What follows belongs to an exercise in optimizing a design on an open flow for small area; a production flow would make more cautious choices. RTL that was checked went through simulation tests only; none was proved equivalent to the original. The clock port is modelled as an ideal driver, which makes a skipped or thinned clock tree look cheaper than it is; a real chip needs a root buffer or a tree. Power and IR drop assume default switching activity.

## job 101
## link_test_ctrl
module link_test_ctrl(
    input         clk,
    input         reset_n,               
    input         uart_txrdy,
    input         uart_rxrdy,
    input  [7:0]  uart_data_in,
    output        uart_wen,
    output        uart_oen,
    output [7:0]  uart_data_out,
    input         start_test,
    input  [31:0] rx_data_i,
    input         rx_usr_data_valid_i,
    input         rx_val_in,
    input         rx_crc_error_i,
    output        start_o,
    output        clear_o,
    output        payload_err_o,
    output        crc_err_o,
    output        connect_o,
    output        rx_val_o,
    output        lock_o,
    output        error_o,
    output        crc_error_o,
    output [31:0] data_tx_o,
    output [31:0] data_rx_o
);
==> module FabUART, before the edit <==
module FabUART(
    input         clk,
    input         reset,
    input         uart_txrdy,
    input         uart_rxrdy,
    input         rx_val_i,
    input         rx_lock_i,
    input         rx_error_i,
    input         crc_error_i,
    input         payload_err_i,
    input  [7:0]  uart_data_in,
    input  [15:0] tx_words_in,
    input  [15:0] rx_words_in,
    input         start_test,
    output        uart_wen,
    output        uart_oen,
    output        start_o,
    output        clear_o,
    output        payload_err_o,
    output        crc_err_o,
    output        connect_o,
    output [7:0]  uart_data_out
);
reg       uart_wen_t, uart_oen_t;
reg       start_t, clear_t, payload_err_t, crc_err_t, connect_t;
reg [7:0] uart_data_out_t;
reg       stat;
reg [3:0] pos;
wire      busy = !(&pos);
wire      scan = pos[3];
wire [7:0] c = uart_data_in;
wire cmd_start = c == 8'h61;
wire cmd_scan  = c == 8'h62;
wire cmd_stop  = c == 8'h63;
wire cmd_stat  = c == 8'h64;
wire cmd_pset  = c == 8'h65;
wire cmd_pclr  = c == 8'h66;
wire cmd_conn  = c == 8'h67;
wire cmd_cset  = c == 8'h68;
wire cmd_cclr  = c == 8'h69;
wire cmd_ack   = c == 8'h02 || c == 8'h03;
wire known = cmd_start | cmd_scan | cmd_stop | cmd_stat | cmd_pset | cmd_pclr |
             cmd_conn | cmd_cset | cmd_cclr | cmd_ack;
wire take = !busy & uart_rxrdy;
wire send = busy & !pos[0] & uart_txrdy;
wire adv  = busy & (pos[0] == uart_txrdy);
wire last = stat ? (pos == 4'd10) : (pos[2:0] == 3'd5);
wire [2:0] k = stat ? pos[3:1] : {1'b0, pos[2:1]};
wire hold  = !send;
wire s_06  = send &  stat & (k == 3'd0);
wire s_sts = send &  stat & (k == 3'd1);
wire s_n0  = send &  stat & (k == 3'd2);
wire s_n1  = send &  stat & (k == 3'd3);
wire s_n2  = send &  stat & (k == 3'd4);
wire s_n3  = send &  stat & (k == 3'd5);
wire s_c0  = send & !stat & (k == 3'd0);
wire s_c2  = send & !stat & (k == 3'd2);
wire [7:0] status = {3'b000, rx_val_i, rx_error_i, rx_lock_i, crc_error_i, payload_err_i};
wire [7:0] data_next =
    ({8{hold}}  & uart_data_out_t) |
    ({8{s_06}}  & 8'h06) |
    ({8{s_sts}} & status) |
    ({8{s_n0}}  & {rx_words_in[3:0],   tx_words_in[3:0]}) |
    ({8{s_n1}}  & {rx_words_in[7:4],   tx_words_in[7:4]}) |
    ({8{s_n2}}  & {rx_words_in[11:8],  tx_words_in[11:8]}) |
    ({8{s_n3}}  & {rx_words_in[15:12], tx_words_in[15:12]}) |
    ({8{s_c0}}  & (scan ? 8'h04 : 8'h09)) |
    ({8{s_c2}}  & (scan ? 8'h0E : 8'h0F));
always @(posedge clk, negedge reset)
  if (!reset) begin
    uart_wen_t      <= 1'b1;
    uart_oen_t      <= 1'b1;
    uart_data_out_t <= 8'h00;
    start_t         <= 1'b0;
    clear_t         <= 1'b0;
    connect_t       <= 1'b0;
    payload_err_t   <= 1'b0;
    crc_err_t       <= 1'b0;
    stat            <= 1'b0;
    pos             <= 4'd15;
  end else begin
    uart_wen_t <= !send;
    uart_data_out_t <= data_next;
    uart_oen_t <= busy | !uart_rxrdy | (!known & uart_oen_t);
    if (take) begin
      if (cmd_start)                          start_t <= 1'b1;
      if (cmd_stop)                           start_t <= 1'b0;
      if (cmd_start | cmd_pclr | cmd_cclr)    clear_t <= 1'b1;
      if (cmd_stat | !known)                  clear_t <= 1'b0;
      if (cmd_pset)                           payload_err_t <= 1'b1;
      if (cmd_pclr | !known)                  payload_err_t <= 1'b0;
      if (cmd_cset)                           crc_err_t <= 1'b1;
      if (cmd_cclr | !known)                  crc_err_t <= 1'b0;
      if (cmd_conn)                           connect_t <= 1'b1;
      if (cmd_stat | cmd_scan | cmd_conn) begin
        stat <= cmd_stat;
        pos  <= cmd_scan ? 4'd8 : 4'd0;
      end
    end else if (adv) begin
      if (last) begin
        stat <= 1'b0;
        pos  <= 4'd15;
      end else
        pos <= pos + 4'd1;
    end
  end
assign uart_data_out = uart_data_out_t;
assign start_o       = start_t | start_test;
assign uart_wen      = uart_wen_t;
assign uart_oen      = uart_oen_t;
assign clear_o       = clear_t;
assign payload_err_o = payload_err_t;
assign crc_err_o     = crc_err_t;
assign connect_o     = connect_t;
endmodule
export LEC_CHECK = 0
export CAP_MARGIN = 20
export CORE_MARGIN = 2
export CORE_UTILIZATION = 55
export PLACE_DENSITY = 0.7
export SLEW_MARGIN = 20
create_clock -name core_clock -period 8.0 [get_ports {clk}]
standard.sh (not shown) runs the stock make flow with config.mk's settings and CLKGATE_MAP_FILE= SYNTH_SCRIPT=/design/flow/synth_recipe.tcl, a recipe that flattens the netlist after the stock synthesis.
==> flow/flow/run.sh <==
#!/bin/bash
# Layout flow: the standard flow (standard.sh) with three changes.
# - Synthesis is the standard flow's own script (synth_recipe.tcl, run by ORFS's synth.tcl
#   unchanged), except that its one ABC call gets an area-oriented script
#   (flow/abc_area_map.script). Registers are mapped by dfflibmap before
#   ABC runs, so they are the standard synthesis's, with the same names.
#   ADDER_MAP_FILE is empty, so adders are left to ABC rather than mapped to
#   half/full adder cells first.
# - Port buffers are sky130_fd_sc_hd__buf_1.
# - The clock tree is built by flow/clock_tree.tcl (sourced by ORFS's cts.tcl
#   as PRE_CTS_TCL) instead of TritonCTS: a root buffer and ten leaf buffers,
#   each leaf driving a group of nearby flip-flops.
# Every tool's full output goes to the ORFS logs and to flow_*.log here.
set -euo pipefail
WD=$(pwd)
{
  cat <<EOF
proc abc {args} {
  set i [lsearch -exact \$args -script]
  if {\$i >= 0} { lset args [expr {\$i + 1}] $WD/flow/abc_area_map.script }
  yosys abc {*}\$args
}
EOF
  cat synth_recipe.tcl
} > my_synth.tcl
sed "s#SYNTH_SCRIPT=[^ ]*#SYNTH_SCRIPT=$WD/my_synth.tcl#" standard.sh > my_standard.sh
grep -q "SYNTH_SCRIPT=$WD/my_synth.tcl" my_standard.sh
export ADDER_MAP_FILE=
export BUFFER_PORTS_ARGS="-buffer_cell sky130_fd_sc_hd__buf_1"
export PRE_CTS_TCL=$WD/flow/clock_tree.tcl
export CLK_TREE_GROUPS=10
export CLK_TREE_LEAF=sky130_fd_sc_hd__clkbuf_8
export CLK_TREE_ROOT=sky130_fd_sc_hd__clkbuf_8
bash my_standard.sh synth > flow_synth.log 2>&1
bash my_standard.sh > flow_layout.log 2>&1
Other scripts of this flow, unchanged in this note and not shown: flow/flow/abc_area_map.script, flow/flow/clock_tree.tcl
Job 101 ran to completion and came out clean on the timing, DRC and antenna checks.
> inputs changed (job 101 -> job 102)
-- flow/design.v --
<<< job 101, line 27
reg       stat;
reg [3:0] pos;
wire      busy = !(&pos);
wire      scan = pos[3];
wire [7:0] c = uart_data_in;
>>> job 102, line 27
reg       stat;
reg [3:0] pos;
wire      busy = |pos;
wire      scan = pos[3];
wire [7:0] c = uart_data_in;
<<< job 101, line 43
             cmd_conn | cmd_cset | cmd_cclr | cmd_ack;
wire take = !busy & uart_rxrdy;
wire send = busy & !pos[0] & uart_txrdy;
wire adv  = busy & (pos[0] == uart_txrdy);
wire last = stat ? (pos == 4'd10) : (pos[2:0] == 3'd5);
wire [2:0] k = stat ? pos[3:1] : {1'b0, pos[2:1]};
wire hold  = !send;
wire s_06  = send &  stat & (k == 3'd0);
wire s_sts = send &  stat & (k == 3'd1);
wire s_n0  = send &  stat & (k == 3'd2);
wire s_n1  = send &  stat & (k == 3'd3);
wire s_n2  = send &  stat & (k == 3'd4);
wire s_n3  = send &  stat & (k == 3'd5);
wire s_c0  = send & !stat & (k == 3'd0);
wire s_c2  = send & !stat & (k == 3'd2);
wire [7:0] status = {3'b000, rx_val_i, rx_error_i, rx_lock_i, crc_error_i, payload_err_i};
wire [7:0] data_next =
>>> job 102, line 43
             cmd_conn | cmd_cset | cmd_cclr | cmd_ack;
wire take = !busy & uart_rxrdy;
wire send = pos[0] & uart_txrdy;
wire adv  = busy & (pos[0] != uart_txrdy);
wire last = stat ? (pos[3] & pos[1] & pos[0]) : (pos[2] & pos[1] & !pos[0]);
wire hold  = !send;
wire s_06  = send &  stat & !pos[3] & !pos[2] & !pos[1];
wire s_sts = send &  stat & !pos[3] & !pos[2] &  pos[1];
wire s_nib = send &  stat & (pos[3] | pos[2]);
wire s_n0  = s_nib & !pos[3] & !pos[1];
wire s_n1  = s_nib & !pos[3] &  pos[1];
wire s_n2  = s_nib &  pos[3] & !pos[1];
wire s_n3  = s_nib &  pos[3] &  pos[1];
wire s_c0  = send & !stat & !pos[2] & !pos[1];
wire s_c2  = send & !stat &  pos[2];
wire [7:0] status = {3'b000, rx_val_i, rx_error_i, rx_lock_i, crc_error_i, payload_err_i};
wire [7:0] data_next =
<<< job 101, line 78
    crc_err_t       <= 1'b0;
    stat            <= 1'b0;
    pos             <= 4'd15;
  end else begin
    uart_wen_t <= !send;
>>> job 102, line 78
    crc_err_t       <= 1'b0;
    stat            <= 1'b0;
    pos             <= 4'd0;
  end else begin
    uart_wen_t <= !send;
<<< job 101, line 95
      if (cmd_stat | cmd_scan | cmd_conn) begin
        stat <= cmd_stat;
        pos  <= cmd_scan ? 4'd8 : 4'd0;
      end
    end else if (adv) begin
      if (last) begin
        stat <= 1'b0;
        pos  <= 4'd15;
      end else
        pos <= pos + 4'd1;
>>> job 102, line 95
      if (cmd_stat | cmd_scan | cmd_conn) begin
        stat <= cmd_stat;
        pos  <= cmd_scan ? 4'd9 : 4'd1;
      end
    end else if (adv) begin
      if (last) begin
        stat <= 1'b0;
        pos  <= 4'd0;
      end else
        pos <= pos + 4'd1;
==> run notes <==
In summary, job 102 completed successfully, with a layout that passed the timing, DRC and antenna checks.
Re count of input and output buffers: no difference whatsoever between job 102 and job 101.
For total power draw, job 101 and job 102 come out practically identical.
Against job 101, the final cell area of job 102 is lower.
Delta (job 102 minus job 101): number of different library cells in the post-synthesis netlist up about 2.8%, detailed-router iteration count before antenna repair rose 4, worst setup slack -0.042 ns, portion of total power attributed to combinational logic decreased 0.4 points, non-clock inverter total of the final layout lower.
Looking only at combinational logic power, and setting everything else aside, the lower value of job 101 and job 102 goes to job 102.
Cmp job 101 and job 102 / total number of multi-input combinational cells / higher: job 101
Delta(multi-input logic portion of the cell area, job 102 - job 101) > 0
Job 102 ended up with a lower cell total after placement than job 101 did.
Diff job 101 -> job 102 | fraction of the cycle the final worst path needs | increase of 0.53 points
Synthesized area, job 102 vs job 101: down slightly
For job 101, only the layout was checked, not whether the RTL still works. No run of this note takes its clock network from TritonCTS; it comes from the design's own scripts or RTL.

==> re-timing with driven ports <==
The results above use ideal ports. As a check the final layouts listed here were re-extracted and re-timed, cells and wires unchanged. Step 1 sets driving cells, clkbuf_16 on the clock port and buf_2 on the other inputs (assumed; they add their load-dependent delay and slew). Step 2 also shifts input and output timing later by t, the mid clock arrival at the registers, as if the neighbouring blocks saw the same clock. Slacks: no drivers / after step 1 / after step 2; pairs: no drivers / after step 1.
run	shift t [ns]	slack for setup (ns)	worst setup path at the end	cell pins on the clock port's net
job 101	0.463	2.508 / 2.508 / 2.508	register to register	1
job 102	0.449	2.466 / 2.466 / 2.466	register to register	1
After both steps setup and hold are still met in every run listed.
